This is an optimization exercise on Yosys and OpenROAD, whose aim is small area, not a production implementation.
Function was checked by simulation only, so behaviour that the tests miss may differ from the original.

## run 1
// radix_4
module radix_4#(
    parameter WIDTH=26
)(
    input clk, start, rst_n,
    input signed [WIDTH-1:0] A_r, A_i, B_r, B_i, C_r, C_i, D_r, D_i,
    input signed [15:0] W0_r, W0_i, W1_r, W1_i, W2_r, W2_i,
    output reg done,
    output signed [WIDTH+1:0] Q0_r, Q0_i, Q1_r, Q1_i, Q2_r, Q2_i, Q3_r, Q3_i
);
For scale: ~530 I/O pins, about 120000 sq um of cells after synthesis.
clock: 13.0 ns
lec_check: 0
cap_margin: 20
core_margin: 2
core_utilization: 55
cts_buf_list: sky130_fd_sc_hd__clkbuf_4
place_density: 0.7
slew_margin: 20
synth_hierarchical: 1
synth_minimum_keep_size: 0
standard.sh (not shown) runs the stock make flow with config.mk's settings and CLKGATE_MAP_FILE= SYNTH_SCRIPT=/design/flow/synth_recipe.tcl, a recipe that flattens the netlist after the stock synthesis.
==> flow/flow/run.sh <==
#!/bin/bash
# The standard layout (the standard.sh: unchanged synthesis and steps),
# with the plain sky130_fd_sc_hd__buf_1 as the buffer on every input and
# output port instead of the cell buffer_ports picks by default.
set -e
export BUFFER_PORTS_ARGS="-buffer_cell sky130_fd_sc_hd__buf_1"
bash standard.sh > standard.log 2>&1
Run 1 went all the way through synthesis, placement and routing and the layout is clean on timing, DRC and antenna.
#### Input delta (run 2 over run 1)
# run 1
export LEC_CHECK = 0
export CAP_MARGIN = 20
export CORE_MARGIN = 2
export CORE_UTILIZATION = 55
export CTS_BUF_LIST = sky130_fd_sc_hd__clkbuf_4
export PLACE_DENSITY = 0.7
export SLEW_MARGIN = 20
export SYNTH_HIERARCHICAL = 1
export SYNTH_MINIMUM_KEEP_SIZE = 0
create_clock -name core_clock -period 13.0 [get_ports {clk}]
# run 2
export LEC_CHECK = 0
export CAP_MARGIN = 20
export CORE_MARGIN = 2
export CORE_UTILIZATION = 70
export CTS_BUF_LIST = sky130_fd_sc_hd__clkbuf_8
export CTS_CLUSTER_DIAMETER = 60
export CTS_CLUSTER_SIZE = 16
export PLACE_DENSITY = 0.8
export SLEW_MARGIN = 20
export SYNTH_HIERARCHICAL = 1
export SYNTH_MINIMUM_KEEP_SIZE = 0
create_clock -name core_clock -period 13.0 [get_ports {clk}]
Findings:
Run 1 | stages: all done | timing, DRC, antenna: all pass
From the logs: run 2 reached the end of the flow and failed the layout checks with negative setup slack.
Comparing run 2 and run 1, the lower multi-input logic portion of the cell area is on run 1.
Endpoint of the worst setup timing path = r2_r[26]: run 1; endpoint of the worst setup timing path = z1_i[26]: run 2
As far as area after synthesis goes, run 1 and run 2 are indistinguishable; the numbers are identical.
Note that the number of instances in the placed design recorded for run 1 amounts to 1.05 times the value seen in run 2.
Relative to run 2, the following input files were edited for run 3:
# run 2
export LEC_CHECK = 0
export CAP_MARGIN = 20
export CORE_MARGIN = 2
export CORE_UTILIZATION = 70
export CTS_BUF_LIST = sky130_fd_sc_hd__clkbuf_8
export CTS_CLUSTER_DIAMETER = 60
export CTS_CLUSTER_SIZE = 16
export PLACE_DENSITY = 0.8
export SLEW_MARGIN = 20
export SYNTH_HIERARCHICAL = 1
export SYNTH_MINIMUM_KEEP_SIZE = 0
create_clock -name core_clock -period 13.0 [get_ports {clk}]
# run 3
export LEC_CHECK = 0
export CAP_MARGIN = 20
export CORE_MARGIN = 2
export CORE_UTILIZATION = 70
export CTS_BUF_LIST = sky130_fd_sc_hd__clkbuf_8
export PLACE_DENSITY = 0.8
export SLEW_MARGIN = 20
export SYNTH_HIERARCHICAL = 1
export SYNTH_MINIMUM_KEEP_SIZE = 0
create_clock -name core_clock -period 13.0 [get_ports {clk}]
==> flow/run.sh (new file) <==
#!/bin/bash
# synth_recipe.tcl (not shown) runs the flow's synth.tcl, then flattens the netlist and writes it again
# the make line also repeats each setting of config.mk as NAME=value (left out here)
make -C /OpenROAD-flow-scripts/flow DESIGN_CONFIG=/design/flow/config.mk WORK_HOME=/design/flow/orfs CLKGATE_MAP_FILE= SYNTH_SCRIPT=/design/flow/synth_recipe.tcl finish
removed: flow/flow/run.sh
removed: flow/standard.sh
Findings:
- Run 3 completed every stage of the flow, and the final layout passed the timing, DRC and antenna checks.
- Setup WNS run 2 -> run 3: better
- Diff run 2 -> run 3: initial antenna violation count lower.
- Area: run 3 vs run 2 -> run 3 larger
- Summary: with run 2 as the reference, average detailed-routed wire length per instance in run 3 moved down by a few percent.
- Diff run 2..run 3 | area of the core region | unchanged
- Share of cell area taken by multi-input logic gates, run 3 and run 2: higher on run 2
- Diff run 2 -> run 3: global-route usage saw a decrease, area growth from synthesis to layout saw an increase.

Another version of the RTL of radix_4 (not shown whole).
Size in the first run: ~660 flip-flops, about 0.12 mm^2 of cells after synthesis.
Design radix_4, start of the top module:
module radix_4#(
    parameter WIDTH=26
)(
    input clk, start, rst_n,
    input signed [WIDTH-1:0] A_r, A_i, B_r, B_i, C_r, C_i, D_r, D_i,
    input signed [15:0] W0_r, W0_i, W1_r, W1_i, W2_r, W2_i,
    output reg done,
    output signed [WIDTH+1:0] Q0_r, Q0_i, Q1_r, Q1_i, Q2_r, Q2_i, Q3_r, Q3_i
);
export LEC_CHECK = 0
export CAP_MARGIN = 20
export CORE_MARGIN = 2
export CORE_UTILIZATION = 55
export CTS_BUF_LIST = sky130_fd_sc_hd__clkbuf_4
export PLACE_DENSITY = 0.7
export SLEW_MARGIN = 20
export SYNTH_HIERARCHICAL = 1
export SYNTH_MINIMUM_KEEP_SIZE = 0
create_clock -name core_clock -period 13.0 [get_ports {clk}]
==> flow/flow/run.sh <==
#!/bin/bash
# The standard layout (the standard.sh, unchanged synthesis and steps),
# with the plain sky130_fd_sc_hd__buf_1 as the buffer on every input and
# output port instead of the cell buffer_ports picks by default.
set -e
cp standard.sh standard_sh_copy.log
export BUFFER_PORTS_ARGS="-buffer_cell sky130_fd_sc_hd__buf_1"
bash standard.sh > standard.log 2>&1
Change:
==> flow/run.sh (new file) <==
#!/bin/bash
# synth_recipe.tcl (not shown) runs the flow's synth.tcl, then flattens the netlist and writes it again
# the make line also repeats each setting of config.mk as NAME=value (left out here)
make -C /OpenROAD-flow-scripts/flow DESIGN_CONFIG=/design/flow/config.mk WORK_HOME=/design/flow/orfs CLKGATE_MAP_FILE= SYNTH_SCRIPT=/design/flow/synth_recipe.tcl finish
removed: flow/flow/run.sh
removed: flow/standard.sh
Effect: Sequential share of layout area is lower by 0.29 points. Worst setup slack gains 0.021 ns. Routed wire length barely changes. Flip-flop and latch count stays the same.

==> re-timing with driven ports <==
No port has a modelled driver above. Below, the same layouts with a new extraction and two added sets of constraints.
Step 1 sets driving cells, clkbuf_16 on the clock port and buf_2 on the other inputs (assumed; they add their load-dependent delay and slew).
Step 2 times the ports against the registers' clock, not the clock port: input delays grow and output delays shrink by t, the midpoint of the rising clock arrivals with the driver on.
Three values: ideal, step 1, step 2; two values: the first two.
| run | shift t [ns] | slack for setup (ns) | hold slack, ns | cell pins on the clock port's net |
|---|---|---|---|---|
| run 1 | 1.238 | 0.750 / 0.750 / -0.199 | 0.357 / 0.357 / 0.357 | 1 |
| run 2 | 0.932 | -0.042 / 0.026 / -0.906 | 0.387 / 0.387 / 0.387 | 1 |
| run 3 | 0.941 | 0.145 / 0.145 / -0.700 | 0.375 / 0.375 / 0.375 | 1 |
| the first run of note 2 | 1.143 | 0.759 / 0.759 / 0.162 | 0.364 / 0.364 / 0.364 | 1 |
| the second run of note 2 | 1.206 | 0.780 / 0.780 / 0.078 | 0.358 / 0.358 / 0.358 | 1 |
Met with ideal ports but missed after step 2: setup timing in run 1 and run 3. For run 1, which loses most, drivers alone change the setup slack by 0.000 ns; drivers and shift together by -0.949 ns.
